This is an optimization exercise on Yosys and OpenROAD, whose aim is small area, not a production implementation.
Only simulation tests tie the RTL to the original design; equivalence was not proved.
Power figures rest on the tool's default switching activity, not on a simulated workload.

==> flow/design.v <==
module tracker(clk, reset, step, one_Hz_clk, si, step_counter_bcd3, step_counter_bcd2, step_counter_bcd1, step_counter_bcd0,
               distance_covered_bcd3, distance_covered_bcd2, distance_covered_bcd1, distance_covered_bcd0, active_secs);
input clk, reset, step, one_Hz_clk;
output si;
output [4:0] step_counter_bcd3, step_counter_bcd2, step_counter_bcd1, step_counter_bcd0;
output [4:0] distance_covered_bcd3, distance_covered_bcd2, distance_covered_bcd1, distance_covered_bcd0;
output [3:0] active_secs;
reg [15:0] step_counter; 
reg [5:0] shift_register;
reg [15:0] steps_in_one_sec_counter;
reg [3:0] up_to_nine_sec_counter;
reg [3:0] steps_over_32_per_sec_counter;
wire one_Hz_clk_SP, adder_sel, adder_in, clk_sel, first_nine_sec_pulse; 
always @(posedge clk or posedge reset) 
begin
	if(reset == 1'b1) step_counter <= 16'b0;
	else if(step) step_counter <= step_counter + 1;
end
assign si = (step_counter > 9999) ?	1'b1 : 1'b0;
assign step_counter_bcd0 = (step_counter > 9999) ? 5'd9 : (step_counter % 10); 
assign step_counter_bcd1 = (step_counter > 9999) ? 5'd9 : ((step_counter/10) % 10);
assign step_counter_bcd2 = (step_counter > 9999) ? 5'd9 : ((step_counter/100) % 10);
assign step_counter_bcd3 = (step_counter > 9999) ? 5'd9 : ((step_counter/1000) % 10);
always @(posedge clk or posedge reset)
begin
	if(reset == 1'b1) shift_register <= 6'b0;
	else if(step) shift_register <= step_counter[15:10];  
end													 
assign distance_covered_bcd3 = 5'd0;
assign distance_covered_bcd2 = shift_register[5:1];  
assign distance_covered_bcd1 = 5'h1F;
assign distance_covered_bcd0 = (shift_register[0] == 1'b1) ? 5'd5 : 5'd0;
single_pulse single_pulser(clk, reset, one_Hz_clk, one_Hz_clk_SP);
always @(posedge clk or posedge reset)   
begin
	if(reset == 1'b1) steps_in_one_sec_counter <= 16'b0;
	else if(one_Hz_clk_SP) steps_in_one_sec_counter <= 16'b0;
	else if(step) steps_in_one_sec_counter <= steps_in_one_sec_counter + 1;
end
always @(posedge clk or posedge reset)  
begin
	if(reset == 1'b1) up_to_nine_sec_counter <= 4'b0;
	else if(first_nine_sec_pulse) up_to_nine_sec_counter <= up_to_nine_sec_counter + 1;
end
always @(posedge clk or posedge reset)  
begin
	if(reset == 1'b1) steps_over_32_per_sec_counter <= 4'b0;
	else if(first_nine_sec_pulse) steps_over_32_per_sec_counter <= steps_over_32_per_sec_counter + adder_in;
end
assign adder_sel = (steps_in_one_sec_counter > 32) ? 1'b1 : 1'b0;
assign clk_sel = (up_to_nine_sec_counter < 9) ? 1'b1 : 1'b0;
assign adder_in = adder_sel ? 1'b1 : 1'b0;
assign first_nine_sec_pulse = clk_sel ? one_Hz_clk_SP : 1'b0;
assign active_secs = steps_over_32_per_sec_counter;
endmodule 
module AND(a, b, out);
input a, b;
output out;
assign out = a & b;
endmodule
module DFF(clk, reset, d, q, q_bar);
input clk, reset, d;
output q, q_bar;
reg q, q_bar;
always @(posedge clk or posedge reset)
begin
  if (reset) begin
    q <= 1'b0;
    q_bar <= 1'b1;
  end else begin
    q <= d;
    q_bar <= ~d;
  end
end
endmodule
module debounce(clk, reset, D, SYNCPRESS);
input clk, reset, D;
output SYNCPRESS;
wire flop1_Q, unused1, unused2;
DFF flop1(clk, reset, D, flop1_Q, unused1);
DFF flop2(clk, reset, flop1_Q, SYNCPRESS, unused2);
endmodule
module single_pulse(clk, reset, press, SP);
input clk, reset, press;
output SP;
wire sync_press, unused, q_bar;
debounce debouncer(clk, reset, press, sync_press);
DFF flip_flop(clk, reset, sync_press, unused, q_bar);
AND and_gate(sync_press, q_bar, SP);
endmodule
module seven_seg_display( input clk, input reset,
 input [4:0] bcd0, bcd1, bcd2, bcd3,   
 output a, b, c, d, e, f, g, dp,  
 output [3:0] an    
 );
localparam N = 17;  
reg [N-1:0]count;  
reg [4:0]sseg;  
reg [3:0]an_temp;  
reg [7:1] sseg_temp;  
always @ (posedge clk or posedge reset)
begin
   if (reset) count <= 0;
   else count <= count + 1;
end
always @ (*)
 begin
  case(count[N-1:N-2])  
   2'b00 :   
    begin
     sseg = bcd0;
     an_temp = 4'b1110;
    end
   2'b01:   
    begin
     sseg = bcd1;
     an_temp = 4'b1101;
    end
   2'b10:   
    begin
     sseg = bcd2;
     an_temp = 4'b1011;
    end
   2'b11:   
    begin
     sseg = bcd3;
     an_temp = 4'b0111;
    end
  endcase
 end
assign an = an_temp;
always @ (*)
 begin
  case(sseg)
   5'd0 : sseg_temp = 7'b1000000;  
   5'd1 : sseg_temp = 7'b1111001;  
   5'd2 : sseg_temp = 7'b0100100;  
   5'd3 : sseg_temp = 7'b0110000;  
   5'd4 : sseg_temp = 7'b0011001;  
   5'd5 : sseg_temp = 7'b0010010;  
   5'd6 : sseg_temp = 7'b0000010;  
   5'd7 : sseg_temp = 7'b1111000;  
   5'd8 : sseg_temp = 7'b0000000;  
   5'd9 : sseg_temp = 7'b0010000;  
   5'h0A : sseg_temp = 7'b0001000;  
   5'h0B : sseg_temp = 7'b0000011;  
   5'h0C : sseg_temp = 7'b1000110;  
   5'h0D : sseg_temp = 7'b0100001;  
   5'h0E : sseg_temp = 7'b0000110;  
   5'h0F : sseg_temp = 7'b0001110;  
   5'h1F : sseg_temp = 7'b1111111;  
   default : sseg_temp = 7'b1111111;  
  endcase
 end
assign {g, f, e, d, c, b, a} = sseg_temp;  
assign dp = 1'b1;  
endmodule
module step_tracker(clk, rst, step, one_hz, disp_sel, si, steps_bcd, miles, half_mile, active_secs, seg, an);
input clk, rst, step, one_hz;
input [1:0] disp_sel;
output si;
output [15:0] steps_bcd;    
output [4:0] miles;         
output half_mile;           
output [3:0] active_secs;   
output [6:0] seg;           
output [3:0] an;            
wire [4:0] bcd0, bcd1, bcd2, bcd3;   
wire [4:0] s3, s2, s1, s0, d3, d2, d1, d0;
wire a, b, c, d, e, f, g, dp;
tracker tracker_inst(clk, rst, step, one_hz, si, s3, s2, s1, s0, d3, d2, d1, d0, active_secs);
assign steps_bcd = {s3[3:0], s2[3:0], s1[3:0], s0[3:0]};
assign miles = d2;
assign half_mile = (d0 == 5'd5);
assign bcd0 = (disp_sel == 2'b00) ? s0 : (disp_sel == 2'b01) ? d0 : {1'b0, active_secs};
assign bcd1 = (disp_sel == 2'b00) ? s1 : (disp_sel == 2'b01) ? d1 : 5'd0;
assign bcd2 = (disp_sel == 2'b00) ? s2 : (disp_sel == 2'b01) ? d2 : 5'd0;
assign bcd3 = (disp_sel == 2'b00) ? s3 : (disp_sel == 2'b01) ? d3 : 5'd0;
seven_seg_display seven_seg_display_inst(clk, rst, bcd0, bcd1, bcd2, bcd3, a, b, c, d, e, f, g, dp, an);
assign seg = {g, f, e, d, c, b, a};
endmodule
==> flow/run.sh <==
#!/bin/bash
# synth_recipe.tcl (not shown) runs the flow's synth.tcl, then flattens the netlist and writes it again
# the make line also repeats each setting of config.mk as NAME=value (left out here)
make -C /OpenROAD-flow-scripts/flow DESIGN_CONFIG=/design/flow/config.mk WORK_HOME=/design/flow/orfs CLKGATE_MAP_FILE= SYNTH_SCRIPT=/design/flow/synth_recipe.tcl finish
==> flow/config.mk <==
export PLATFORM = sky130hd
export DESIGN_NAME = step_tracker
export DESIGN_NICKNAME = step_tracker
export VERILOG_FILES = /design/flow/design.v
export SDC_FILE = /design/flow/constraint.sdc
export NUM_CORES = 4
export LEC_CHECK = 0
export CAP_MARGIN = 20
export CORE_MARGIN = 2
export CORE_UTILIZATION = 40
export PLACE_DENSITY = 0.6
export SLEW_MARGIN = 20
==> flow/constraint.sdc <==
create_clock -name core_clock -period 20.0 [get_ports {clk}]
set_input_delay 4.0000 -clock core_clock [delete_from_list [all_inputs] [get_ports {clk}]]
set_output_delay 4.0000 -clock core_clock [all_outputs]
set_load 0.01 [all_outputs]
==> run_results.csv, run 1 <==
group,metric,value,unit
logic_synthesis,yosysWarnings,3,
logic_synthesis,synthCells,2190,
clock_tree,hold_buffers,0,
floorplan,core,0.0374,mm²
routing,drt_first_pass_iters,6,
clock_tree,clock-root-buffer,"clkbuf_16",
critical_path,path_buf_inv,6,
placement,gp_congestion,0.924,
routing,totalWireLength,52500,µm
placement,place_area,0.0158,mm²
placement,dp_hpwl,39200,µm
critical_path,critical_path.top_delay_family,"compound AO/OA/AOI/OAI gates",
global_route,grt-ovfl-total,0,
timing,worst_pin_slew,1000,ps
layout,nNetsFinal,2176,
power,ir_worst_vdd,0.000102,V
routing,drtIter0Drc,1919,
timing,slew_headroom,32.8,%
clock_tree,htreeDepth,3,
power,power.leakage,6.11,nW
timing,fin_crit,18410,ps
global_route,track_usage,26.4,%
critical_path,cp-start-kind,"flip-flop",
routing,viasPerCell,6.63,
critical_path,path_class,"reg2out",
logic_synthesis,syn_area_per_cell,6.90,µm²
routing,ant_nets,0,
job,drv_cap,0,
clock_tree,cts.repair.resized,0,
logic_synthesis,seq_area_frac_synth,10.9,%
logic_synthesis,synthTopCellsByArea,"dfrtp_1, xnor2_1, nor2_1",
clock_tree,clk_path_buf_depth,2,
logic_synthesis,yosysMostFrequentCell,"nor2_1",
routing,drc,0,
routing,vias,17600,
power,fin_total_pwr,0.00138,W
global_route,grt_pass1_vias,16300,
hold_path,hold_path_class,"reg2reg",
timing,clock.fmax,0.0543,GHz
layout,fill_cells,3869,
timing,setup_viol,0,
layout,syn_to_final_growth,6.44,%
timing,rsz0062_at_grt,"false",
layout,layout-drive-gt1-share,8.08,%
clock_tree,clock_sink_count,66,
layout,finalInstanceArea,0.0161,mm²
critical_path,critPathMaxStageDelay,760,ps
logic_synthesis,yosys-top-cells-count,"nor2_1, nand2_1, a21oi_1",
critical_path,crit_required,16000,ps
clock_tree,tritoncts,"done",
floorplan,die_h,198,µm
critical_path,cp-end-kind,"output pin",
logic_synthesis,ys_seq_elements,66,
timing,hold_viol_final,0,
critical_path,crit_path_top_delay_cell,"a211oi_2",
timing,fin_setup_tns,0,ps
logic_synthesis,ys.flop_type,"dfrtp_1",
clock_tree,cts_buffers,9,
floorplan,core.rowCount,71,
critical_path,cp_data_arrival_time,14410,ps
timing,timing.final.max_slew_violations,0,
logic_synthesis,synth.distinct_cells,127,
clock_tree,clk_pin_slew,70,ps
global_route,grt_max_degree,67,
placement,io_buffer_count,43,
logic_synthesis,synth_largest_area_cell,"dfrtp_1",
floorplan,die-area,0.0393,mm²
floorplan,die_w,198,µm
power,power_density,86.0,mW/mm²
timing,finClkSkew,23.0,ps
floorplan,start_util,40.4,%
clock_tree,postCtsSetupRepairBufs,0,
global_route,antenna_found_initial,0,
logic_synthesis,synth_top_area_share,10.8,%
logic_synthesis,synth-edff-count,0,
timing,final.period_utilization,92.0,%
clock_tree,clk_latency,360,ps
critical_path,critical_path_peak_fanout,39,
global_route,grt_pass1_wl,85400,µm
layout,n_antenna_cell,0,
logic_synthesis,synthesis.nets,2230,
routing,wire_per_inst,19.8,µm
outcome,outcome,"no timing/DRC/antenna violations",
logic_synthesis,async_flop_share,100,%
logic_synthesis,synth_area,0.0151,mm²
floorplan,ioPinCount,44,
==> kinds of logic (layout without fill, tap and decap cells) <==
kind of cell	count (synthesis)	count (layout)	synth area share, %
AOI/OAI and AO/OA	750	750	36.3
xor gates and xnor gates	127	127	7.36
adders and majority gates	54	54	4.15
DFF	66	66	10.9
buffers and inverters	209	160	5.99
muxes	55	55	3.81
and+or+nand+nor	929	929	31.4
==> registers in the layout (all words and copies together) (netlist names) <==
register / flops
seven_seg_display_inst.count: 17
tracker_inst.step_counter: 16
tracker_inst.steps_in_one_sec_counter: 16
tracker_inst.shift_register: 6
tracker_inst.steps_over_32_per_sec_counter: 4
tracker_inst.up_to_nine_sec_counter: 4
tracker_inst.single_pulser.debouncer.flop1.q: 1
tracker_inst.single_pulser.debouncer.flop2.q: 1
tracker_inst.single_pulser.flip_flop.q_bar: 1
==> stage by stage <==
stage / cells / worst slack [ps] / hold WS [ps] / utilization [%]
2_1_floorplan: 2190 / 5580 / 331 / -
4_1_cts: 2652 / 1770 / 356 / 43.0
5_1_grt: 2652 / 536 / 369 / 43.0
6_report: 2652 / 1590 / 348 / 43.0
3_3_place_gp: 2636 / 2420 / 335 / 42.2
3_5_place_dp: 2636 / 2230 / 346 / 42.2
==> cells in the final DEF, fill, tap and decap left out, drive strengths merged, types with 21 or more instances in the layout <==
cell	count
nor2	229
nand2	204
o21ai	144
a21oi	136
nand3	104
xnor2	103
nor3	87
inv	67
dfrtp	65
clkdlybuf4s50	43
nand4	42
and3	41
nor4	41
o211ai	39
mux2i	38
a31oi	37
ha	34
a211oi	32
buf	31
or2	31
and2	30
nand2b	27
xor2	24
o31ai	23
o2111ai	21
==> final cells by class <==
| cell class | instances | area [µm²] | share of cell area [%] |
|---|---|---|---|
| clock buffers | 9 | 225 | 1.40 |
| flip-flops and latches | 66 | 1650 | 10.3 |
| repair buffers | 74 | 663 | 4.12 |
| multi-input cells | 1915 | 12600 | 78.1 |
| well taps | 511 | 639 | 3.98 |
| clock inverters | 7 | 75.1 | 0.467 |
| inverters | 70 | 264 | 1.64 |
==> worst paths after layout <==
kind,depth (start not counted),to,slack [ps],start
max in group asynchronous,3,seven_seg_display_inst.count[1],15170,rst
worst max register to register,7,tracker_inst.step_counter[14],16840,tracker_inst.step_counter[5]
min in group asynchronous,3,tracker_inst.single_pulser.debouncer.flop2.q,4240,rst
worst min register to register,0,tracker_inst.single_pulser.debouncer.flop2.q,350,tracker_inst.single_pulser.debouncer.flop1.q
worst min-delay path,0,tracker_inst.single_pulser.debouncer.flop2.q,350,tracker_inst.single_pulser.debouncer.flop1.q
worst max-delay path,41,seg[4],1590,tracker_inst.step_counter[14]
==> power by group <==
group          leakage [nW]  internal (W)  switching, W
Clock                 0.150     0.0000976     0.0000723
Combinational          5.12      0.000393      0.000645
Sequential            0.834      0.000149     0.0000263
Total                  6.11      0.000640      0.000743
==> routing by layer <==
layer / up-vias / part of all wire (%) / wire (µm) / GRT usage, %
li1: 8289 / - / - / -
met1: 8401 / 44 / 23200 / 35.6
met2: 781 / 46 / 24200 / 43.8
met3: 117 / 6.3 / 3300 / 2.33
met4: 0 / 3.4 / 1800 / 9.89
met5: - / 0 / 0 / 0
==> run 2, diff against run 1 <==
==> flow/design.v (replaced) <==
module tracker(clk, rst, step, one_hz, count, miles_reg, active);
input clk, rst, step, one_hz;
output reg [15:0] count;    
output [5:0] miles_reg;     
output reg [3:0] active;    
reg no_step;
reg s1, s2, s3;
reg [15:0] sec;
reg [3:0] nsec;
wire tick = s2 & ~s3;
wire nine = nsec[3] & nsec[0];
assign miles_reg = count[15:10] - {5'd0, ~no_step & (count[9:0] == 10'd0)};
always @(posedge clk or posedge rst) begin
  if (rst) begin
    count <= 16'd0;
    no_step <= 1'b1;
    s1 <= 1'b0; s2 <= 1'b0; s3 <= 1'b0;
    sec <= 16'd0;
    nsec <= 4'd0;
    active <= 4'd0;
  end else begin
    if (step) begin
      count <= count + 16'd1;
      no_step <= 1'b0;
    end
    s1 <= one_hz; s2 <= s1; s3 <= s2;
    if (tick) sec <= 16'd0;
    else if (step) sec <= sec + 16'd1;
    if (tick & ~nine) begin
      nsec <= nsec + 4'd1;
      if (sec > 16'd32) active <= active + 4'd1;
    end
  end
end
endmodule
module bcd(clk, rst, step, wrap, dec);
input clk, rst, step, wrap;
output reg [15:0] dec;
wire [3:0] nine;
genvar i;
generate for (i = 0; i < 4; i = i + 1) begin : g
  assign nine[i] = dec[4*i+3] & dec[4*i];
end endgenerate
wire full = &nine;
wire [3:0] inc;
assign inc[0] = step & (~full | wrap);
assign inc[1] = inc[0] & nine[0];
assign inc[2] = inc[1] & nine[1];
assign inc[3] = inc[2] & nine[2];
integer j;
always @(posedge clk or posedge rst) begin
  if (rst) dec <= 16'd0;
  else
    for (j = 0; j < 4; j = j + 1)
      if (inc[j]) dec[4*j +: 4] <= nine[j] ? 4'd0 : dec[4*j +: 4] + 4'd1;
end
endmodule
module step_tracker(clk, rst, step, one_hz, disp_sel, si, steps_bcd, miles, half_mile, active_secs, seg, an);
input clk, rst, step, one_hz;
input [1:0] disp_sel;
output si;
output [15:0] steps_bcd;    
output [4:0] miles;         
output half_mile;           
output [3:0] active_secs;   
output reg [6:0] seg;       
output reg [3:0] an;        
wire [15:0] count;
wire [5:0] miles_reg;
tracker tracker_inst(clk, rst, step, one_hz, count, miles_reg, active_secs);
bcd bcd_inst(clk, rst, step, step & (&count), steps_bcd);
assign si = (count > 16'd9999);
assign miles = miles_reg[5:1];
assign half_mile = miles_reg[0];
reg [14:0] lfsr;
reg [1:0] k;
wire lz = (lfsr[13:0] == 14'd0);
always @(posedge clk or posedge rst)
  if (rst) begin
    lfsr <= 15'd0;
    k <= 2'd0;
  end else begin
    lfsr <= {lfsr[13:0], lfsr[14] ^ lfsr[13] ^ lz};
    if (lfsr[14] & lz) k <= k + 2'd1;
  end
reg [4:0] code;
always @(*) begin
  case (disp_sel)
    2'd0: case (k)
            2'd0: code = {1'b0, steps_bcd[3:0]};
            2'd1: code = {1'b0, steps_bcd[7:4]};
            2'd2: code = {1'b0, steps_bcd[11:8]};
            default: code = {1'b0, steps_bcd[15:12]};
          endcase
    2'd1: case (k)
            2'd0: code = half_mile ? 5'd5 : 5'd0;
            2'd1: code = 5'd31;
            2'd2: code = miles;
            default: code = 5'd0;
          endcase
    default: code = (k == 2'd0) ? {1'b0, active_secs} : 5'd0;
  endcase
  case (k)
    2'd0: an = 4'b1110;
    2'd1: an = 4'b1101;
    2'd2: an = 4'b1011;
    default: an = 4'b0111;
  endcase
  case (code)
    5'd0: seg = 7'b1000000;
    5'd1: seg = 7'b1111001;
    5'd2: seg = 7'b0100100;
    5'd3: seg = 7'b0110000;
    5'd4: seg = 7'b0011001;
    5'd5: seg = 7'b0010010;
    5'd6: seg = 7'b0000010;
    5'd7: seg = 7'b1111000;
    5'd8: seg = 7'b0000000;
    5'd9: seg = 7'b0010000;
    5'd10: seg = 7'b0001000;
    5'd11: seg = 7'b0000011;
    5'd12: seg = 7'b1000110;
    5'd13: seg = 7'b0100001;
    5'd14: seg = 7'b0000110;
    5'd15: seg = 7'b0001110;
    default: seg = 7'b1111111;
  endcase
end
endmodule
--- a/flow/config.mk
+++ b/flow/config.mk
@@ -10,2 +10,5 @@
 export CORE_UTILIZATION = 40
+export CTS_BUF_LIST = sky130_fd_sc_hd__clkbuf_8
+export CTS_CLUSTER_DIAMETER = 100
+export CTS_CLUSTER_SIZE = 40
 export PLACE_DENSITY = 0.6
==> run 2 against run 1 <==
Cell area is 70% lower. Wire length is 84% lower. Clock power is 39% lower. Worst setup slack better by 7700 ps. Worst hold slack better by 6.4 ps. Register-to-register slack better by 800 ps. First-iteration DRC count is 93% lower. Critical endpoint is now seg[3]. Sequential share of layout area is 30 points higher. Cell count is 78% lower. Still clean. Critical path depth is 31 lower. Utilization is 6.1 points higher. Largest power group is now registers. Non-clock buffer count is 28 lower.
==> run_results.csv, run 2 <==
group,metric,value,unit
hold_path,hold_depth,0,
clock_tree,htreeDepth,3,
logic_synthesis,synth_largest_area_cell,"dfrtp_1",
critical_path,cp-start-kind,"primary input",
routing,ant_nets,0,
layout,n_antenna_cell,0,
timing,setup_viol,0,
placement,dp_cells,567,
timing,slew_headroom,36.0,%
placement,pre_cts_ws,9280,ps
hold_path,hold_start,"tracker_inst.s1",
logic_synthesis,yosysWarnings,3,
logic_synthesis,synthesis.nets,428,
layout,layout-drive-gt1-share,7.33,%
global_route,antenna_found_initial,0,
logic_synthesis,yosysMostFrequentCell,"dfrtp_1",
layout,syn_to_final_growth,17.9,%
routing,drt_first_pass_iters,4,
logic_synthesis,yosys-top-cells-count,"dfrtp_1, nor2_1, nand2_1",
critical_path,path_buf_inv,3,
logic_synthesis,synthCells,398,
logic_synthesis,synth_area,0.00411,mm²
critical_path,worstReg2RegEnd,"tracker_inst.active[1]",
layout,stdcell_count,583,
clock_tree,hold_buffers,0,
critical_path,r2r-start,"tracker_inst.sec[0]",
routing,drtIter0Drc,140,
timing,fin_crit,10720,ps
clock_tree,postCtsSetupRepairBufs,0,
logic_synthesis,syn_area_per_cell,10.3,µm²
critical_path,crit_required,16000,ps
logic_synthesis,synth.distinct_cells,66,
critical_path,crit_chain,"clkdlybuf4s50_1 -> nand2b_1 -> nand2b_1 -> o211ai_1 -> inv_1 -> ha_1 -> o21ai_0 -> o21ai_0 -> a32oi_1 -> clkdlybuf4s50_1",
power,power_density,85.5,mW/mm²
clock_tree,clk_latency,340,ps
critical_path,crit_path_top_delay_cell,"clkdlybuf4s50_1",
logic_synthesis,seq_area_frac_synth,47.0,%
logic_synthesis,synth_top_area_share,46.3,%
timing,hold_viol_final,0,
clock_tree,clock_sink_count,77,
placement,gp_congestion,0.862,
timing,clock.fmax,0.0933,GHz
critical_path,critPathMaxStageDelay,550,ps
timing,rsz0062_at_grt,"false",
clock_tree,clk_path_buf_depth,2,
routing,wire_per_inst,14.2,µm
power,fin_total_pwr,0.000414,W
global_route,grt-ovfl-total,0,
power,power.leakage,2.13,nW
clock_tree,clk_pin_slew,80,ps
global_route,grt_pass1_vias,3035,
logic_synthesis,ys.flop_type,"dfrtp_1",
clock_tree,cts.repair.resized,0,
timing,fin_setup_tns,0,ps
global_route,grt_max_degree,78,
critical_path,rrSetupSlack,17640,ps
critical_path,critical_path_peak_fanout,8,
logic_synthesis,async_flop_share,100,%
layout,multi_input_comb_area,0.00202,mm²
routing,viasPerCell,5.22,
clock_tree,clock-root-buffer,"clkbuf_8",
timing,timing.final.max_slew_violations,0,
critical_path,path_class,"in2out",
placement,io_buffer_count,43,
hold_path,min_to,"tracker_inst.s2",
routing,totalWireLength,8270,µm
critical_path,r2r_cells,6,
critical_path,critical_path.top_delay_family,"buffers and inverters",
routing,drc,0,
routing,vias,3044,
logic_synthesis,synthTopCellsByArea,"dfrtp_1, ha_1, xnor2_1",
layout,fill_cells,940,
timing,final.period_utilization,53.6,%
floorplan,die_h,105,µm
critical_path,cp_data_arrival_time,6720,ps
floorplan,core,0.00986,mm²
floorplan,die_w,105,µm
clock_tree,cts_buffers,9,
layout,nNetsFinal,475,
layout,reg_top3,"bcd_inst.dec x16, tracker_inst.count x16, tracker_inst.sec x16",
power,ir_worst_vdd,0.0000427,V
layout,layout_commonest_cell,"dfrtp_1",
timing,setup_ws,9280,ps
floorplan,start_util,41.6,%
critical_path,cp-end-kind,"output pin",
placement,dp_hpwl,5960,µm
job,drv_cap,0,
layout,layout_common_cells,"dfrtp_1, clkdlybuf4s50_1, nor2_1",
clock_tree,tritoncts,"done",
global_route,grt_pass1_wl,14400,µm
hold_path,hold_path_class,"reg2reg",
timing,finClkSkew,10.9,ps
logic_synthesis,synth-edff-count,0,
floorplan,ioPinCount,44,
timing,worst_pin_slew,960,ps
global_route,track_usage,16.1,%
floorplan,die-area,0.0111,mm²
outcome,outcome,"no timing/DRC/antenna violations",
layout,seqCellArea,0.00193,mm²
floorplan,core.rowCount,36,
logic_synthesis,ys_seq_elements,77,
run 2: changes by cell type after synthesis, moves of 80 or more:
cell,change
nand3_1,-82
nor2_1,-196
xnor2_1,-80
o21ai_0,-109
nand2_1,-172
a21oi_1,-128
run 2: area by class of cell:
cell class	count	area share [%]
multi-input cells	284	41.8
inverters	27	2.09
flip-flops and latches	77	39.8
clock buffers	10	2.84
clock inverters	6	0.672
repair buffers	46	9.35
well taps	133	3.44
run 2: report_power, final:
| part | switching, W | internal [W] |
|---|---|---|
| combinational | 0.0000491 | 0.0000578 |
| clock | 0.0000555 | 0.0000471 |
| sequential | 0.0000284 | 0.000176 |
| total | 0.000133 | 0.000281 |
run 2: worst register-to-register path, delay by kind of cell, from the launching register on:
| family | cells | cell delay (ps) |
|---|---|---|
| compound gates | 2 | 830 |
| fa+ha+maj | 1 | 130 |
| buf+inv | 1 | 80 |
| flops | 1 | 440 |
| mux | 1 | 330 |
| simple gates | 1 | 450 |
run 2: logic make-up after synthesis:
logic type	synth area share, %
xor gates and xnor gates	8.32
AOI/OAI and AO/OA	11.4
muxes	2.56
buffers and inverters	3.78
and+or+nand+nor	19.7
adders and majority gates	7.31
DFF	47.0
run 2: worst max-delay path by stage:
stage | endpoint | slack, ps | depth (start not counted) | start
floorplan | seg[3] | 10500 | 8 | disp_sel[1]
global placement | seg[3] | 9340 | 10 | disp_sel[1]
detailed placement | seg[3] | 9280 | 10 | disp_sel[1]
CTS | seg[3] | 9270 | 10 | disp_sel[1]
global route | seg[0] | 8960 | 8 | disp_sel[1]
finish | seg[3] | 9280 | 10 | disp_sel[1]
run 2: per-layer routing:
metal / GRT usage (%) / vias up / routed length, µm
met4: 5.90 / 0 / 114
li1: - / 1517 / -
met2: 25.8 / 53 / 3920
met3: 4.51 / 10 / 275
met1: 20.7 / 1464 / 3960
met5: 0 / - / 0
run 2: stage by stage:
stage	area, µm²	hold WS [ps]	util, %
3_3_place_gp	4670	331	47.4
5_1_grt	4840	361	49.1
4_1_cts	4840	358	49.1
2_1_floorplan	4110	331	-
6_report	4840	354	49.1
3_5_place_dp	4670	340	47.4
==> run 3, diff against run 2 <==
--- a/flow/config.mk
+++ b/flow/config.mk
@@ -10,5 +10,3 @@
 export CORE_UTILIZATION = 40
-export CTS_BUF_LIST = sky130_fd_sc_hd__clkbuf_8
-export CTS_CLUSTER_DIAMETER = 100
-export CTS_CLUSTER_SIZE = 40
+export CTS_BUF_LIST = sky130_fd_sc_hd__clkbuf_4
 export PLACE_DENSITY = 0.6
==> run 3 against run 2 <==
Sequential share of layout area up 0.49 points. Sequential power about the same. Synthesized cell count unchanged. Synthesized area stayed put. Via count grew 0.46%. Fmax barely moved. Flip-flop and latch count unchanged. Worst hold slack improved by 11 ps. Cell count did not move. Register-to-register slack got worse by 20 ps. Clock power decreased by 22%. Critical path type unchanged. Largest cell class unchanged. Highest routed layer unchanged.
==> run_results.csv, run 3 <==
group,metric,value,unit
logic_synthesis,seq_area_frac_synth,47.0,%
timing,fin_crit,10730,ps
routing,drtIter0Drc,140,
logic_synthesis,async_flop_share,100,%
logic_synthesis,synth_top_family_by_area,"simple AND/OR/NAND/NOR gates",
clock_tree,clk_path_buf_depth,2,
logic_synthesis,synthesis.nets,428,
floorplan,start_util,41.6,%
placement,place_area,0.00467,mm²
layout,reg_top3,"bcd_inst.dec x16, tracker_inst.count x16, tracker_inst.sec x16",
logic_synthesis,yosys.area_share.xor_xnor,8.32,%
layout,n_antenna_cell,0,
power,power_density,81.9,mW/mm²
logic_synthesis,yosys-top-cells-count,"dfrtp_1, nor2_1, nand2_1",
hold_path,hold_depth,0,
timing,setup_viol,0,
global_route,grt_pass1_vias,3034,
layout,nNetsFinal,475,
logic_synthesis,muxShareOfSynthArea,2.56,%
global_route,grt_pass1_wl,14300,µm
logic_synthesis,synth_compound_area_share,11.4,%
clock_tree,clock_sink_count,77,
logic_synthesis,yosysWarnings,3,
routing,ant_nets,0,
logic_synthesis,synthCells,398,
critical_path,cp-start-kind,"primary input",
critical_path,critPathMaxStageDelay,550,ps
critical_path,critical_path_peak_fanout,8,
global_route,grt_max_degree,78,
logic_synthesis,synthTopCellsByArea,"dfrtp_1, ha_1, xnor2_1",
hold_path,hold_path_class,"reg2reg",
power,fin_total_pwr,0.000392,W
critical_path,crit_required,16000,ps
logic_synthesis,ys.flop_type,"dfrtp_1",
floorplan,core,0.00986,mm²
floorplan,die-area,0.0111,mm²
layout,layout-drive-gt1-share,7.56,%
clock_tree,cts.repair.resized,0,
clock_tree,clk_latency,420,ps
global_route,antenna_found_initial,0,
clock_tree,postCtsSetupRepairBufs,0,
logic_synthesis,yosys.area_share.simple,19.7,%
clock_tree,cts_buffers,9,
timing,timing.final.max_slew_violations,0,
clock_tree,hold_buffers,0,
floorplan,die_w,105,µm
hold_path,hold_start,"tracker_inst.s1",
timing,hold_viol_final,0,
layout,finalInstanceArea,0.00478,mm²
layout,final_util,48.5,%
logic_synthesis,yosysMostFrequentCell,"dfrtp_1",
routing,drc,0,
layout,layout_common_cells,"dfrtp_1, clkdlybuf4s50_1, nor2_1",
logic_synthesis,synthAdderAreaFrac,7.31,%
floorplan,core.rowCount,36,
logic_synthesis,synth_top_area_share,46.3,%
global_route,grt-ovfl-total,0,
critical_path,worstReg2RegEnd,"tracker_inst.active[1]",
clock_tree,clock-root-buffer,"clkbuf_4",
critical_path,cp-end-kind,"output pin",
timing,fin_setup_tns,0,ps
placement,gp_congestion,0.862,
clock_tree,tritoncts,"done",
job,drv_cap,0,
critical_path,path_class,"in2out",
logic_synthesis,synth-edff-count,0,
timing,rsz0062_at_grt,"false",
global_route,track_usage,15.9,%
critical_path,r2r_cells,6,
critical_path,crit_chain,"clkdlybuf4s50_1 -> nand2b_1 -> nand2b_1 -> o211ai_1 -> inv_1 -> ha_1 -> o21ai_0 -> o21ai_0 -> a32oi_1 -> clkdlybuf4s50_1",
layout,layout_commonest_cell,"dfrtp_1",
power,ir_worst_vdd,0.0000437,V
critical_path,r2r-start,"tracker_inst.sec[0]",
critical_path,rrSetupSlack,17620,ps
routing,drt_first_pass_iters,4,
logic_synthesis,syn_area_per_cell,10.3,µm²
hold_path,min_to,"tracker_inst.s2",
timing,holdWs,365,ps
clock_tree,htreeDepth,3,
placement,io_buffer_count,43,
power,power.leakage,2.10,nW
critical_path,crit_path_top_delay_cell,"clkdlybuf4s50_1",
placement,dp_hpwl,5960,µm
routing,vias,3058,
timing,slew_headroom,35.6,%
floorplan,ioPinCount,44,
outcome,outcome,"no timing/DRC/antenna violations",
layout,syn_to_final_growth,16.5,%
floorplan,die_h,105,µm
logic_synthesis,synth_largest_area_cell,"dfrtp_1",
logic_synthesis,ys_seq_elements,77,
routing,wire_per_inst,14.1,µm
routing,totalWireLength,8240,µm
layout,fill_cells,947,
critical_path,cp_data_arrival_time,6730,ps
logic_synthesis,synth_area,0.00411,mm²
logic_synthesis,synth.distinct_cells,66,
timing,clock.fmax,0.0932,GHz
timing,finClkSkew,9.31,ps
routing,viasPerCell,5.25,
clock_tree,clk_pin_slew,120,ps
timing,worst_pin_slew,966,ps
timing,final.period_utilization,53.6,%
## run 3: changes by cell type in the layout (fill, tap and decap cells not counted)
| cell | delta |
|---|---|
| clkbuf_4 | +11 |
| clkbuf_8 | -10 |
| inv_1 | -2 |
| clkinv_1 | +1 |
## run 3: worst max-delay path by stage
stage / from / end / slack [ps] / cells past startpoint
after floorplan: disp_sel[1] / seg[3] / 10500 / 8
after global placement: disp_sel[1] / seg[3] / 9340 / 10
after detailed placement: disp_sel[1] / seg[3] / 9280 / 10
after CTS: disp_sel[1] / seg[3] / 9270 / 10
after global routing: disp_sel[1] / seg[0] / 8960 / 8
final: disp_sel[1] / seg[3] / 9270 / 10
## run 3: power by group
group	total, W	internal (W)	switching (W)
clock	0.0000808	0.0000276	0.0000532
combinational	0.000107	0.0000578	0.0000493
sequential	0.000204	0.000176	0.0000284
total	0.000392	0.000261	0.000131
## run 3: kinds of logic (layout without fill, tap and decap cells)
kind of cell    count (synthesis)  in the layout
flops                          77             77
mux                            10             10
buf+inv                        37             89
fa+ha+maj                      24             24
xor+xnor                       39             39
compound gates                 61             61
simple gates                  150            150
## run 3: worst max-delay path: cells and delay by family
| kind | cells | cell delay (ps) |
|---|---|---|
| fa+ha+maj | 1 | 320 |
| compound gates | 4 | 720 |
| buf+inv | 3 | 1250 |
| simple gates | 2 | 440 |
## run 3: final cells by class
class,count,area (µm²),share of cell area [%]
multi-input combinational,284,2020,42.3
inverter,27,101,2.12
tap,133,166,3.48
clock inverter,5,28.8,0.602
timing repair buffer,46,453,9.47
sequential,77,1930,40.3
clock buffer,11,82.6,1.73
## run 3: routing by layer
layer | global-route usage, % | share of wire [%] | vias to the layer above
li1 | - | - | 1518
met1 | 20.5 | 47 | 1468
met2 | 25.6 | 47 | 55
met3 | 3.77 | 3.6 | 17
met4 | 6.86 | 2.1 | 0
met5 | 0 | 0 | -
## run 3: through the flow
step           std cells  setup WS [ps]
6_report             583           9270
3_5_place_dp         567           9280
3_3_place_gp         567           9340
5_1_grt              583           8960
2_1_floorplan        398          10500
4_1_cts              583           9270
==> run 4, diff against run 3 <==
--- a/flow/design.v
+++ b/flow/design.v
@@ -44,7 +44,6 @@
 wire full = &nine;
-wire [3:0] inc;
-assign inc[0] = step & (~full | wrap);
-assign inc[1] = inc[0] & nine[0];
-assign inc[2] = inc[1] & nine[1];
-assign inc[3] = inc[2] & nine[2];
+wire [3:0] inc = {step & ~full & nine[2] & nine[1] & nine[0],
+                  step & ~full & nine[1] & nine[0],
+                  step & ~full & nine[0],
+                  step & ~full};
 integer j;
@@ -52,2 +51,3 @@
   if (rst) dec <= 16'd0;
+  else if (wrap) dec <= 16'd0;
   else
@@ -88,8 +88,3 @@
   case (disp_sel)
-    2'd0: case (k)
-            2'd0: code = {1'b0, steps_bcd[3:0]};
-            2'd1: code = {1'b0, steps_bcd[7:4]};
-            2'd2: code = {1'b0, steps_bcd[11:8]};
-            default: code = {1'b0, steps_bcd[15:12]};
-          endcase
+    2'd0: code = {1'b0, steps_bcd[4*k +: 4]};
     2'd1: case (k)
--- a/flow/config.mk
+++ b/flow/config.mk
@@ -10,3 +10,2 @@
 export CORE_UTILIZATION = 40
-export CTS_BUF_LIST = sky130_fd_sc_hd__clkbuf_4
 export PLACE_DENSITY = 0.6
==> run 4 against run 3 <==
Largest power group unchanged. Sequential power is 2% lower. Synthesized area up 0.46%. Critical endpoint is now seg[4]. Wire length is 1.7% higher. Register-to-register slack about the same. Critical path type unchanged. Flip-flop and latch count is the same.
==> run_results.csv, run 4 <==
group,metric,value,unit
logic_synthesis,synth_largest_area_cell,"dfrtp_1",
layout,reg_top3,"bcd_inst.dec x16, tracker_inst.count x16, tracker_inst.sec x16",
timing,rsz0062_at_grt,"false",
placement,gp_congestion,0.797,
floorplan,die_h,106,µm
job,drv_cap,0,
global_route,grt-ovfl-total,0,
clock_tree,clock_sink_count,77,
critical_path,cp.depth,9,
layout,layout-drive-gt1-share,9.73,%
layout,n_antenna_cell,0,
timing,hold_viol_final,0,
critical_path,critPathLaunch,"disp_sel[1]",
critical_path,path_class,"in2out",
timing,setup_viol,0,
global_route,busiest_layer,"met2",
clock_tree,clk_path_buf_depth,2,
critical_path,critPathMaxStageDelay,550,ps
clock_tree,clk_latency,350,ps
routing,totalWireLength,8380,µm
power,ir_worst_vdd,0.0000598,V
floorplan,die-area,0.0111,mm²
routing,drt_first_pass_iters,4,
timing,final.period_utilization,54.8,%
floorplan,core,0.0102,mm²
floorplan,ioPinCount,44,
critical_path,endpoint,"seg[4]",
logic_synthesis,synth-edff-count,0,
clock_tree,cts.repair.resized,0,
layout,layout_commonest_cell,"dfrtp_1",
hold_path,hold_path_class,"reg2reg",
logic_synthesis,syn_area_per_cell,10.5,µm²
clock_tree,tritoncts,"done",
placement,dp_cells,561,
logic_synthesis,synth.distinct_cells,64,
timing,fin_crit,10960,ps
global_route,met3_usage,3.65,%
clock_tree,hold_buffers,0,
logic_synthesis,yosysMostFrequentCell,"dfrtp_1",
global_route,grt_max_degree,78,
layout,stdcell_count,578,
critical_path,cp_data_arrival_time,6960,ps
clock_tree,clk_pin_slew,90,ps
critical_path,crit_chain,"clkdlybuf4s50_1 -> nand2b_1 -> o21ai_0 -> inv_1 -> ha_1 -> or2_2 -> o211ai_1 -> o311ai_0 -> clkdlybuf4s50_1",
logic_synthesis,ys_seq_elements,77,
critical_path,crit_required,16000,ps
global_route,grt_use_met2,26.1,%
power,power_density,86.2,mW/mm²
critical_path,path_buf_inv,3,
layout,syn_to_final_growth,18.0,%
routing,vias,2992,
timing,finClkSkew,12.3,ps
global_route,global_route.usage.met1,22.1,%
routing,wire_per_inst,14.5,µm
floorplan,core.rowCount,37,
logic_synthesis,synth_area,0.00413,mm²
critical_path,cpMostUsedCell,"clkdlybuf4s50_1",
timing,fin_setup_tns,0,ps
logic_synthesis,synthTopCellsByArea,"dfrtp_1, ha_1, xnor2_1",
critical_path,cp-start-kind,"primary input",
power,power.leakage,2.11,nW
routing,viasPerCell,5.18,
logic_synthesis,synthCells,393,
global_route,grt_pass1_vias,2942,
routing,drtIter0Drc,171,
clock_tree,htreeDepth,3,
timing,clock.fmax,0.0913,GHz
floorplan,die_w,106,µm
critical_path,critical_path_peak_fanout,9,
placement,place_area,0.00467,mm²
timing,slew_headroom,46.6,%
critical_path,r2r-start,"tracker_inst.sec[0]",
layout,nNetsFinal,467,
logic_synthesis,async_flop_share,100,%
clock_tree,clock-root-buffer,"clkbuf_8",
clock_tree,postCtsSetupRepairBufs,0,
global_route,track_usage,16.3,%
critical_path,cp-end-kind,"output pin",
global_route,grt_pass1_wl,14600,µm
routing,drc,0,
logic_synthesis,seq_area_frac_synth,46.7,%
clock_tree,cts_buffers,9,
global_route,antenna_found_initial,0,
timing,worst_pin_slew,798,ps
floorplan,start_util,40.5,%
critical_path,crit_path_top_delay_cell,"clkdlybuf4s50_1",
critical_path,rrSetupSlack,17610,ps
routing,ant_nets,0,
logic_synthesis,yosys-top-cells-count,"dfrtp_1, nor2_1, nand2_1",
outcome,outcome,"no timing/DRC/antenna violations",
layout,finalInstanceArea,0.00487,mm²
logic_synthesis,synthesis.nets,423,
timing,timing.final.max_slew_violations,0,
placement,io_buffer_count,43,
layout,layout_common_cells,"dfrtp_1, clkdlybuf4s50_1, nor2_1",
logic_synthesis,yosysWarnings,3,
logic_synthesis,ys.flop_type,"dfrtp_1",
logic_synthesis,synth_top_area_share,46.1,%
placement,dp_hpwl,5970,µm
critical_path,critical_path.top_delay_family,"buffers and inverters",
critical_path,worstReg2RegEnd,"tracker_inst.active[1]",
critical_path,r2r_cells,6,
run 4: changes by cell type after synthesis, sizes merged, moves of 4 or more:
cell | before | now
a21oi | 4 | 13
nand3 | 21 | 15
o311ai | 0 | 4
nor2 | 32 | 38
nor3 | 11 | 6
a222oi | 4 | 0
inv | 26 | 22
run 4: final cells by class:
type                    instances  area, µm²
fillers                       965       5320
multi-input cells             281       2040
flip-flops and latches         77       1930
repair buffers                 46        465
well taps                     136        170
clock buffers                   9        124
inverters                      22       82.6
clock inverters                 7       57.6
run 4: routing by layer:
| metal | wire length, µm | vias up |
|---|---|---|
| li1 | - | 1472 |
| met1 | 3990 | 1467 |
| met2 | 3950 | 43 |
| met3 | 306 | 10 |
| met4 | 123 | 0 |
| met5 | 0 | - |
run 4: logic make-up (layout without fill, tap and decap cells):
group | count (synthesis) | after routing | synth area share [%]
flops | 77 | 77 | 46.7
compound gates | 56 | 56 | 9.98
simple gates | 141 | 141 | 18.0
buf+inv | 35 | 84 | 3.82
xor+xnor | 44 | 44 | 9.52
mux | 16 | 16 | 4.67
fa+ha+maj | 24 | 24 | 7.28
run 4: worst min path at each step:
stage               slack (ps)       startpoint  cells after the start               to
global placement           330  tracker_inst.s1                      0  tracker_inst.s2
CTS                        360  tracker_inst.s1                      0  tracker_inst.s2
detailed placement         340  tracker_inst.s1                      0  tracker_inst.s2
finish                     350  tracker_inst.s1                      0  tracker_inst.s2
floorplan                  330  tracker_inst.s1                      0  tracker_inst.s2
global route               380  tracker_inst.s1                      0  tracker_inst.s2
run 4: power breakdown:
part	switching, W	internal [W]
Combinational	0.0000522	0.0000579
Sequential	0.0000252	0.000175
Clock	0.0000628	0.0000467
Total	0.000140	0.000279
run 4: stage by stage:
| stage | util, % | total power (W) | worst slack, ps | hold slack [ps] |
|---|---|---|---|---|
| after global routing | 47.8 | 0.000449 | 8770 | 376 |
| after CTS | 47.6 | 0.000426 | 8730 | 357 |
| after detailed placement | 45.8 | 0.000314 | 8770 | 336 |
| after floorplan | - | 0.000268 | 9920 | 331 |
| final | 47.8 | 0.000419 | 9040 | 353 |
| after global placement | 45.8 | 0.000309 | 8920 | 334 |
run 4: worst reg2reg max path, stage by stage (launching register included):
cell	delay, ps
dfrtp_1	450
inv_1	80
ha_1	140
or4b_2	600
a2111oi_0	430
a21boi_1	250
mux2_2	320
==> run 5, diff against run 4 <==
--- a/flow/design.v
+++ b/flow/design.v
@@ -44,6 +44,7 @@
 wire full = &nine;
-wire [3:0] inc = {step & ~full & nine[2] & nine[1] & nine[0],
-                  step & ~full & nine[1] & nine[0],
-                  step & ~full & nine[0],
-                  step & ~full};
+wire [3:0] inc;
+assign inc[0] = step & (~full | wrap);
+assign inc[1] = inc[0] & nine[0];
+assign inc[2] = inc[1] & nine[1];
+assign inc[3] = inc[2] & nine[2];
 integer j;
@@ -51,3 +52,2 @@
   if (rst) dec <= 16'd0;
-  else if (wrap) dec <= 16'd0;
   else
@@ -88,3 +88,8 @@
   case (disp_sel)
-    2'd0: code = {1'b0, steps_bcd[4*k +: 4]};
+    2'd0: case (k)
+            2'd0: code = {1'b0, steps_bcd[3:0]};
+            2'd1: code = {1'b0, steps_bcd[7:4]};
+            2'd2: code = {1'b0, steps_bcd[11:8]};
+            default: code = {1'b0, steps_bcd[15:12]};
+          endcase
     2'd1: case (k)
==> flow/flow/run.sh (new file) <==
#!/bin/bash
# Layout flow: the standard flow, with three changes to how it maps the
# design to cells:
#  - synthesis maps the logic with an area-oriented ABC script
#    (flow/abc_area.script) and without Yosys's full-adder extraction;
#  - ports are buffered with the smallest buffer, buf_1;
#  - CTS builds the clock tree from small clock buffers, without dummy loads.
# Registers, their names and cell types are those of the standard synthesis.
set -euo pipefail
work=$(pwd)
rm -rf "$work/scripts"
cp -r "$FLOW_HOME/scripts" "$work/scripts"
cp "$work/flow/abc_area.script" "$work/scripts/abc_area.script"

bash standard.sh SCRIPTS_DIR="$work/scripts" ABC_AREA=1 ADDER_MAP_FILE= synth > "$work/synth.log" 2>&1

export BUFFER_PORTS_ARGS="-buffer_cell sky130_fd_sc_hd__buf_1"
export CTS_ARGS="-sink_clustering_enable -repair_clock_nets -dont_use_dummy_load -buf_list sky130_fd_sc_hd__clkbuf_4 sky130_fd_sc_hd__clkbuf_8"
bash standard.sh > "$work/layout.log" 2>&1
==> flow/flow/abc_area.script (new file) <==
strash
&get -n
&deepsyn -T 20
&put
dch -f
amap
topo
stime -c
==> flow/standard.sh (new file) <==
#!/bin/bash
# synth_recipe.tcl (not shown) runs the flow's synth.tcl, then flattens the netlist and writes it again
# the make line also repeats each setting of config.mk as NAME=value (left out here)
make -C /OpenROAD-flow-scripts/flow DESIGN_CONFIG=/design/flow/config.mk WORK_HOME=/design/flow/orfs CLKGATE_MAP_FILE= SYNTH_SCRIPT=/design/flow/synth_recipe.tcl "${@:-finish}"
removed: flow/run.sh
==> run 5 against run 4 <==
The flow now stops in clock tree synthesis. Synthesized cell count fell by 7.1%. Synthesized area fell by 20%.
==> run_results.csv, run 5 <==
group,metric,value,unit
floorplan,core.rowCount,33,
logic_synthesis,yosys-top-cells-count,"nor2_1, dfrtp_1, clkinv_1",
logic_synthesis,synth_area,0.00331,mm²
floorplan,die_h,95.0,µm
outcome,error_line,"[ERROR STA-0564] clock_tree_synthesis positional arguments not supported.",
outcome,haltStage,"clock tree synthesis",
logic_synthesis,synth_top_area_share,57.5,%
logic_synthesis,synthCells,365,
floorplan,ioPinCount,44,
logic_synthesis,yosysMostFrequentCell,"nor2_1",
placement,dp_cells,515,
floorplan,start_util,40.7,%
logic_synthesis,synthesis.nets,371,
logic_synthesis,seq_area_frac_synth,58.3,%
logic_synthesis,synth.distinct_cells,32,
logic_synthesis,ys_seq_elements,77,
logic_synthesis,ys.flop_type,"dfrtp_1",
logic_synthesis,synth-edff-count,0,
placement,gp_congestion,0.789,
logic_synthesis,syn_area_per_cell,9.07,µm²
placement,dp_hpwl,4830,µm
floorplan,die_w,95.0,µm
logic_synthesis,synthTopCellsByArea,"dfrtp_1, nor2_1, clkinv_1",
placement,io_buffer_count,43,
logic_synthesis,yosysWarnings,3,
placement,pre_cts_ws,9170,ps
outcome,outcome,"did not finish",
logic_synthesis,async_flop_share,100,%
logic_synthesis,synth_largest_area_cell,"dfrtp_1",
[run 5: worst max-delay path by stage]
stage / endpoint / startpoint / depth (start not counted)
after global placement: seg[6] / disp_sel[1] / 13
after floorplan: seg[0] / disp_sel[1] / 10
after detailed placement: seg[6] / disp_sel[1] / 13
[run 5: stage by stage]
step / area (µm²) / utilization [%]
floorplan: 3310 / -
global placement: 3620 / 44.5
detailed placement: 3620 / 44.5
[run 5: power by group through the flow]
| stage | sequential [W] | combinational, W | clock, W |
|---|---|---|---|
| after floorplan | 0.000208 | 0.0000553 | 0 |
| after global placement | 0.000207 | 0.0000864 | 0 |
| after detailed placement | 0.000208 | 0.0000885 | 0 |
[run 5: logic make-up after synthesis]
kind of cell / Yosys count / synth area share, %
buffers and inverters: 44 / 4.99
flip-flops: 77 / 58.3
AO/OA/AOI/OAI: 65 / 12.3
AND/OR/NAND/NOR: 179 / 24.4
==> run 6, diff against run 5 <==
--- a/flow/flow/run.sh
+++ b/flow/flow/run.sh
@@ -17,3 +17,3 @@
 export BUFFER_PORTS_ARGS="-buffer_cell sky130_fd_sc_hd__buf_1"
-export CTS_ARGS="-sink_clustering_enable -repair_clock_nets -dont_use_dummy_load -buf_list sky130_fd_sc_hd__clkbuf_4 sky130_fd_sc_hd__clkbuf_8"
+export CTS_ARGS="-sink_clustering_enable -repair_clock_nets -dont_use_dummy_load -sink_clustering_size 80 -sink_clustering_max_diameter 500 -buf_list {sky130_fd_sc_hd__clkbuf_8 sky130_fd_sc_hd__clkbuf_16}"
 bash standard.sh > "$work/layout.log" 2>&1
==> run 6 against run 5 <==
Now clean on timing, DRC and antenna. Synthesized cell count shrank 1.4%. Synthesized area barely moved.
==> run_results.csv, run 6 <==
group,metric,value,unit
timing,fin_crit,10460,ps
timing,finClkSkew,28.6,ps
timing,timing.final.max_slew_violations,0,
logic_synthesis,yosysWarnings,3,
floorplan,ioPinCount,44,
job,drv_cap,0,
logic_synthesis,synth.distinct_cells,34,
clock_tree,clk_path_buf_depth,2,
layout,nNetsFinal,422,
clock_tree,clock-root-buffer,"clkbuf_8",
logic_synthesis,syn_area_per_cell,9.19,µm²
logic_synthesis,async_flop_share,100,%
power,swShare,32.0,%
global_route,antenna_found_initial,0,
placement,io_buffer_count,43,
timing,slew_headroom,36.2,%
logic_synthesis,yosys-top-cells-count,"nor2_1, dfrtp_1, clkinv_1",
floorplan,start_util,40.7,%
clock_tree,clock_sink_count,77,
global_route,grt-ovfl-total,0,
logic_synthesis,seq_area_frac_synth,58.3,%
timing,setup_ws,9540,ps
layout,layout-drive-gt1-share,3.14,%
timing,hold_viol_final,0,
logic_synthesis,yosysMostFrequentCell,"nor2_1",
floorplan,die-area,0.00901,mm²
power,ir_worst_vdd,0.0000380,V
timing,worst_pin_slew,957,ps
floorplan,core.rowCount,33,
routing,viasPerCell,4.91,
placement,gp_congestion,0.745,
global_route,grt_pass1_vias,2484,
hold_path,hold_path_class,"reg2reg",
logic_synthesis,synthTopCellsByArea,"dfrtp_1, nor2_1, clkinv_1",
timing,setup_viol,0,
power,power.leakage,1.60,nW
critical_path,critical_path_peak_fanout,5,
clock_tree,clk_pin_slew,60,ps
critical_path,cp-end-kind,"output pin",
layout,layout_common_cells,"nor2_1, dfrtp_1, buf_1",
timing,final.period_utilization,52.3,%
placement,place_area,0.00361,mm²
logic_synthesis,synthCells,360,
routing,totalWireLength,6560,µm
layout,finalInstanceArea,0.00374,mm²
power,power_frac_clock,23.8,%
clock_tree,cts_buffers,9,
power,fin_total_pwr,0.000367,W
logic_synthesis,synth_top_area_share,57.5,%
power,power_density,98.2,mW/mm²
critical_path,path_class,"in2out",
layout,n_antenna_cell,0,
power,pwr-share-seq,54.8,%
critical_path,crit_chain,"buf_1 -> nand2b_1 -> nor2_1 -> a2111oi_0 -> clkinv_1 -> o21ai_0 -> or2_0 -> or3_1 -> a31o_1 -> buf_1",
layout,layout_commonest_cell,"nor2_1",
global_route,track_usage,16.0,%
clock_tree,clk_latency,340,ps
critical_path,cp_data_arrival_time,6460,ps
routing,drt_first_pass_iters,4,
power,p_int,0.000250,W
power,combPwrFrac,21.4,%
logic_synthesis,synth_largest_area_cell,"dfrtp_1",
timing,fin_setup_tns,0,ps
timing,rsz0062_at_grt,"false",
clock_tree,tritoncts,"done",
critical_path,crit_required,16000,ps
critical_path,critPathMaxStageDelay,800,ps
power,p_switching,0.000117,W
layout,syn_to_final_growth,13.1,%
floorplan,die_h,94.9,µm
logic_synthesis,ys_seq_elements,77,
floorplan,core,0.00813,mm²
routing,vias,2549,
global_route,grt_pass1_wl,11300,µm
clock_tree,htreeDepth,3,
layout,reg_top3,"bcd_inst.dec x16, tracker_inst.count x16, tracker_inst.sec x16",
clock_tree,cts.repair.resized,0,
timing,clock.fmax,0.0956,GHz
routing,ant_nets,0,
routing,drc,0,
global_route,grt_max_degree,78,
clock_tree,postCtsSetupRepairBufs,0,
clock_tree,hold_buffers,0,
logic_synthesis,ys.flop_type,"dfrtp_1",
placement,pre_cts_ws,9620,ps
floorplan,die_w,94.9,µm
critical_path,cpMostUsedCell,"buf_1",
routing,wire_per_inst,12.6,µm
outcome,outcome,"no timing/DRC/antenna violations",
critical_path,cp-start-kind,"primary input",
logic_synthesis,synth-edff-count,0,
critical_path,crit_path_top_delay_cell,"a2111oi_0",
logic_synthesis,synthesis.nets,366,
routing,drtIter0Drc,99,
logic_synthesis,synth_area,0.00331,mm²
placement,dp_hpwl,4800,µm
run 6: cell count changes after synthesis, moves of 3 or more:
| cell | change |
|---|---|
| and3_1 | +6 |
| clkinv_1 | -3 |
| nor2_1 | -4 |
| nor3_1 | +5 |
| o21a_1 | -3 |
| o21ai_0 | -8 |
run 6: power groups by stage:
stage	Combinational [W]	Sequential (W)	Clock [W]
after global routing	0.0000916	0.000205	0.0000970
after floorplan	0.0000511	0.000203	0
after global placement	0.0000774	0.000203	0
final	0.0000785	0.000201	0.0000873
after detailed placement	0.0000792	0.000204	0
after CTS	0.0000795	0.000201	0.0000920
run 6: kinds of logic (layout without fill, tap and decap cells):
family	count (synthesis)	after routing	synth area share, %
simple gates	186	186	26.0
compound gates	56	56	11.1
flops	77	77	58.3
buf+inv	41	95	4.65
run 6: area by class of cell:
type	count	area (µm²)
fillers	807	4400
flip-flops and latches	77	1930
multi-input cells	242	1220
repair buffers	45	176
inverters	41	154
well taps	105	131
clock buffers	9	124
run 6: worst max-delay path: cells and delay by family:
kind                   cells  cell delay, ps
AOI/OAI and AO/OA          3            1230
buffers and inverters      3             580
and+or+nand+nor            4             640
run 6: final timing paths:
path | slack (ps) | to | from | cells past startpoint
min in group asynchronous | 3920 | tracker_inst.count[4] | rst | 3
max in group asynchronous | 15430 | tracker_inst.active[1] | rst | 3
worst min register to register | 350 | tracker_inst.s2 | tracker_inst.s1 | 0
worst max register to register | 15390 | bcd_inst.dec[15] | tracker_inst.count[0] | 26
worst min-delay path | 350 | tracker_inst.s2 | tracker_inst.s1 | 0
worst max-delay path | 9540 | seg[3] | disp_sel[1] | 10
run 6: routing by layer:
metal	track usage, %	up-vias	share of wire [%]	wire length (µm)
li1	-	1332	-	-
met1	21.8	1177	50	3280
met2	25.3	36	46	3000
met3	3.99	4	3.4	225
met4	5.07	0	0.90	59
met5	0	-	0	0
run 6: per-stage QoR:
stage / std cells / utilization [%] / hold slack, ps
3_3_place_gp: 510 / 44.4 / 335
3_5_place_dp: 510 / 44.4 / 336
5_1_grt: 519 / 46.0 / 355
2_1_floorplan: 360 / - / 331
6_report: 519 / 46.0 / 348
4_1_cts: 519 / 46.0 / 351
==> run 7, diff against run 6 <==
--- a/flow/flow/run.sh
+++ b/flow/flow/run.sh
@@ -17,3 +17,3 @@
 export BUFFER_PORTS_ARGS="-buffer_cell sky130_fd_sc_hd__buf_1"
-export CTS_ARGS="-sink_clustering_enable -repair_clock_nets -dont_use_dummy_load -sink_clustering_size 80 -sink_clustering_max_diameter 500 -buf_list {sky130_fd_sc_hd__clkbuf_8 sky130_fd_sc_hd__clkbuf_16}"
+export CTS_ARGS="-sink_clustering_enable -repair_clock_nets -dont_use_dummy_load -buf_list {sky130_fd_sc_hd__clkbuf_4 sky130_fd_sc_hd__clkbuf_8}"
 bash standard.sh > "$work/layout.log" 2>&1
==> run 7 against run 6 <==
Flip-flop and latch count unchanged. Global-route usage hardly changed. Cell area unchanged. Largest power group unchanged. Highest routed layer unchanged.
==> run_results.csv, run 7 <==
group,metric,value,unit
placement,pre_cts_ws,9470,ps
power,fin_total_pwr,0.000384,W
hold_path,hold_path_class,"reg2reg",
power,pwr-share-seq,54.1,%
clock_tree,hold_buffers,0,
layout,layout_commonest_cell,"nor2_1",
layout,layout_common_cells,"nor2_1, dfrtp_1, clkinv_1",
timing,finClkSkew,22.9,ps
clock_tree,clock_sink_count,77,
critical_path,cp-end-kind,"output pin",
power,combPwrFrac,23.1,%
logic_synthesis,yosysMostFrequentCell,"nor2_1",
placement,gp_congestion,0.811,
routing,viasPerCell,4.98,
global_route,grt_pass1_wl,11300,µm
floorplan,start_util,40.7,%
logic_synthesis,async_flop_share,100,%
routing,ant_nets,0,
outcome,outcome,"no timing/DRC/antenna violations",
logic_synthesis,synthTopCellsByArea,"dfrtp_1, nor2_1, clkinv_1",
clock_tree,cts.repair.resized,0,
logic_synthesis,ys_seq_elements,77,
timing,slew_headroom,36.6,%
clock_tree,cts_buffers,9,
floorplan,core,0.00813,mm²
floorplan,die_h,94.9,µm
power,ir_worst_vdd,0.0000362,V
routing,wl_met2,2830,µm
layout,syn_to_final_growth,13.1,%
routing,totalWireLength,6530,µm
critical_path,critical_path_peak_fanout,5,
floorplan,core.rowCount,33,
timing,hold_viol_final,0,
critical_path,rrSetupSlack,15750,ps
timing,worst_pin_slew,951,ps
clock_tree,htreeDepth,3,
routing,vias,2600,
logic_synthesis,synthesis.nets,369,
timing,setup_ws,9400,ps
routing,drtIter0Drc,136,
critical_path,critPathMaxStageDelay,770,ps
layout,stdcell_count,522,
routing,wire_per_inst,12.5,µm
global_route,grt_pass1_vias,2423,
global_route,track_usage,16.1,%
critical_path,endpoint,"seg[1]",
critical_path,worstReg2RegEnd,"bcd_inst.dec[15]",
logic_synthesis,syn_area_per_cell,9.11,µm²
timing,clock.fmax,0.0943,GHz
critical_path,crit_required,16000,ps
logic_synthesis,synthCells,363,
routing,top_layer,"met4",
critical_path,cp_data_arrival_time,6600,ps
routing,drc,0,
power,swShare,33.3,%
critical_path,r2r_cells,25,
routing,dr_wl_met3,330,µm
global_route,grt_max_degree,78,
power,p_int,0.000256,W
critical_path,r2r-start,"tracker_inst.count[0]",
critical_path,crit_chain,"buf_1 -> nor2_1 -> o21ai_0 -> o311ai_0 -> clkinv_1 -> nor2_1 -> clkinv_1 -> nor2_1 -> o21ai_0 -> a311o_1 -> buf_1",
clock_tree,clk_pin_slew,70,ps
global_route,grt-ovfl-total,0,
logic_synthesis,synth-edff-count,0,
clock_tree,clk_latency,340,ps
clock_tree,clock-root-buffer,"clkbuf_8",
logic_synthesis,synth.distinct_cells,32,
timing,fin_setup_tns,0,ps
logic_synthesis,synth_largest_area_cell,"dfrtp_1",
logic_synthesis,yosysWarnings,3,
power,power_frac_clock,22.7,%
floorplan,ioPinCount,44,
power,power.leakage,1.56,nW
layout,layout-drive-gt1-share,3.12,%
global_route,antenna_found_initial,0,
placement,dp_hpwl,4800,µm
critical_path,cpMostUsedCell,"nor2_1",
layout,finalInstanceArea,0.00374,mm²
logic_synthesis,ys.flop_type,"dfrtp_1",
placement,place_area,0.00361,mm²
timing,rsz0062_at_grt,"false",
logic_synthesis,seq_area_frac_synth,58.3,%
layout,n_antenna_cell,0,
clock_tree,postCtsSetupRepairBufs,0,
floorplan,die-area,0.00901,mm²
placement,dp_cells,513,
routing,wl_met1,3240,µm
critical_path,crit_path_top_delay_cell,"o311ai_0",
critical_path,critPathLaunch,"disp_sel[1]",
job,drv_cap,0,
critical_path,cp-start-kind,"primary input",
timing,fin_crit,10600,ps
power,power_density,103,mW/mm²
clock_tree,clk_path_buf_depth,2,
logic_synthesis,synth_area,0.00331,mm²
floorplan,die_w,94.9,µm
power,p_switching,0.000128,W
layout,nNetsFinal,425,
logic_synthesis,synth_top_area_share,57.5,%
logic_synthesis,yosys-top-cells-count,"nor2_1, dfrtp_1, clkinv_1",
critical_path,path_class,"in2out",
timing,timing.final.max_slew_violations,0,
layout,reg_top3,"bcd_inst.dec x16, tracker_inst.count x16, tracker_inst.sec x16",
routing,drt_first_pass_iters,5,
placement,io_buffer_count,43,
clock_tree,tritoncts,"done",
timing,final.period_utilization,53.0,%
timing,setup_viol,0,
## run 7: changes by cell type in the layout (fill, tap and decap cells not counted), moves of 4 or more
cell / before / now
and3_1: 15 / 9
nor3_1: 19 / 13
o21ai_0: 11 / 17
nand2_1: 24 / 29
clkinv_1: 40 / 44
## run 7: power by group through the flow
stage	Clock [W]	Sequential, W	Combinational [W]
floorplan	0	0.000211	0.0000561
detailed placement	0	0.000211	0.0000901
CTS	0.0000914	0.000208	0.0000905
global route	0.0000995	0.000212	0.000103
finish	0.0000874	0.000208	0.0000890
global placement	0	0.000210	0.0000880
## run 7: metrics by stage
step / hold slack, ps / util, %
4_1_cts: 360 / 46.0
6_report: 361 / 46.0
2_1_floorplan: 331 / -
5_1_grt: 383 / 46.0
3_3_place_gp: 334 / 44.4
3_5_place_dp: 345 / 44.4
## run 7: how the worst min path moves through the flow
stage,from,to,depth (start not counted)
finish,tracker_inst.s1,tracker_inst.s2,0
global placement,tracker_inst.s1,tracker_inst.s2,0
global route,tracker_inst.s1,tracker_inst.s2,0
floorplan,tracker_inst.s1,tracker_inst.s2,0
detailed placement,tracker_inst.s1,tracker_inst.s2,0
CTS,tracker_inst.s1,tracker_inst.s2,0
## run 7: logic make-up (layout without fill, tap and decap cells)
logic type / count (synthesis) / count (layout) / synth area share [%]
and+or+nand+nor: 174 / 174 / 23.6
AOI/OAI and AO/OA: 67 / 67 / 12.9
DFF: 77 / 77 / 58.3
buffers and inverters: 45 / 99 / 5.11
## run 7: critical path, delay by kind of cell
| kind | cells | cell delay (ps) |
|---|---|---|
| buffers and inverters | 4 | 610 |
| AO/OA/AOI/OAI | 4 | 1400 |
| AND/OR/NAND/NOR | 3 | 600 |
## run 7: cell type report
class	instances	area, µm²
Inverter	45	169
Tap cell	105	131
Clock buffer	9	124
Sequential cell	77	1930
Timing Repair Buffer	45	176
Multi-Input combinational cell	241	1210
Fill cell	803	4400
## run 7: routing by layer
layer / up-vias / track usage [%]
met5: - / 0
met2: 65 / 23.2
li1: 1342 / -
met3: 13 / 3.51
met4: 0 / 7.73
met1: 1180 / 23.0

-- port drivers added, routing unchanged --
The results above use ideal ports. As a check the final layouts listed here were re-extracted and re-timed, cells and wires unchanged. Step 1 sets driving cells, clkbuf_16 on the clock port and buf_2 on the other inputs (assumed; they add their load-dependent delay and slew). Step 2 adds t to the input delays and takes it off the output delays; t is the mean of the earliest and latest rising clock arrival at the registers after step 1. Input paths then give back, and output paths get back, about the clock's delay inside the block. a / b / c = ideal / step 1 / step 2; a / b = the first two.
run	t (ns)	setup WS [ns]	worst hold slack (ns)	worst setup path at the end
run 1	0.398	1.592 / 1.542 / 1.940	0.348 / 0.348 / 0.348	register to output
run 2	0.371	9.277 / 9.250 / 9.250	0.354 / 0.354 / 0.354	input to output
run 3	0.441	9.275 / 9.248 / 9.248	0.365 / 0.365 / 0.365	input to output
run 4	0.379	9.042 / 9.014 / 9.014	0.353 / 0.353 / 0.353	input to output
run 6	0.355	9.542 / 9.506 / 9.506	0.348 / 0.348 / 0.348	input to output
run 7	0.358	9.400 / 9.379 / 9.379	0.361 / 0.361 / 0.361	input to output
After both steps setup and hold are still met in every run listed. For run 6, which loses most, drivers alone change the setup slack by -0.036 ns; drivers and shift together by -0.036 ns.
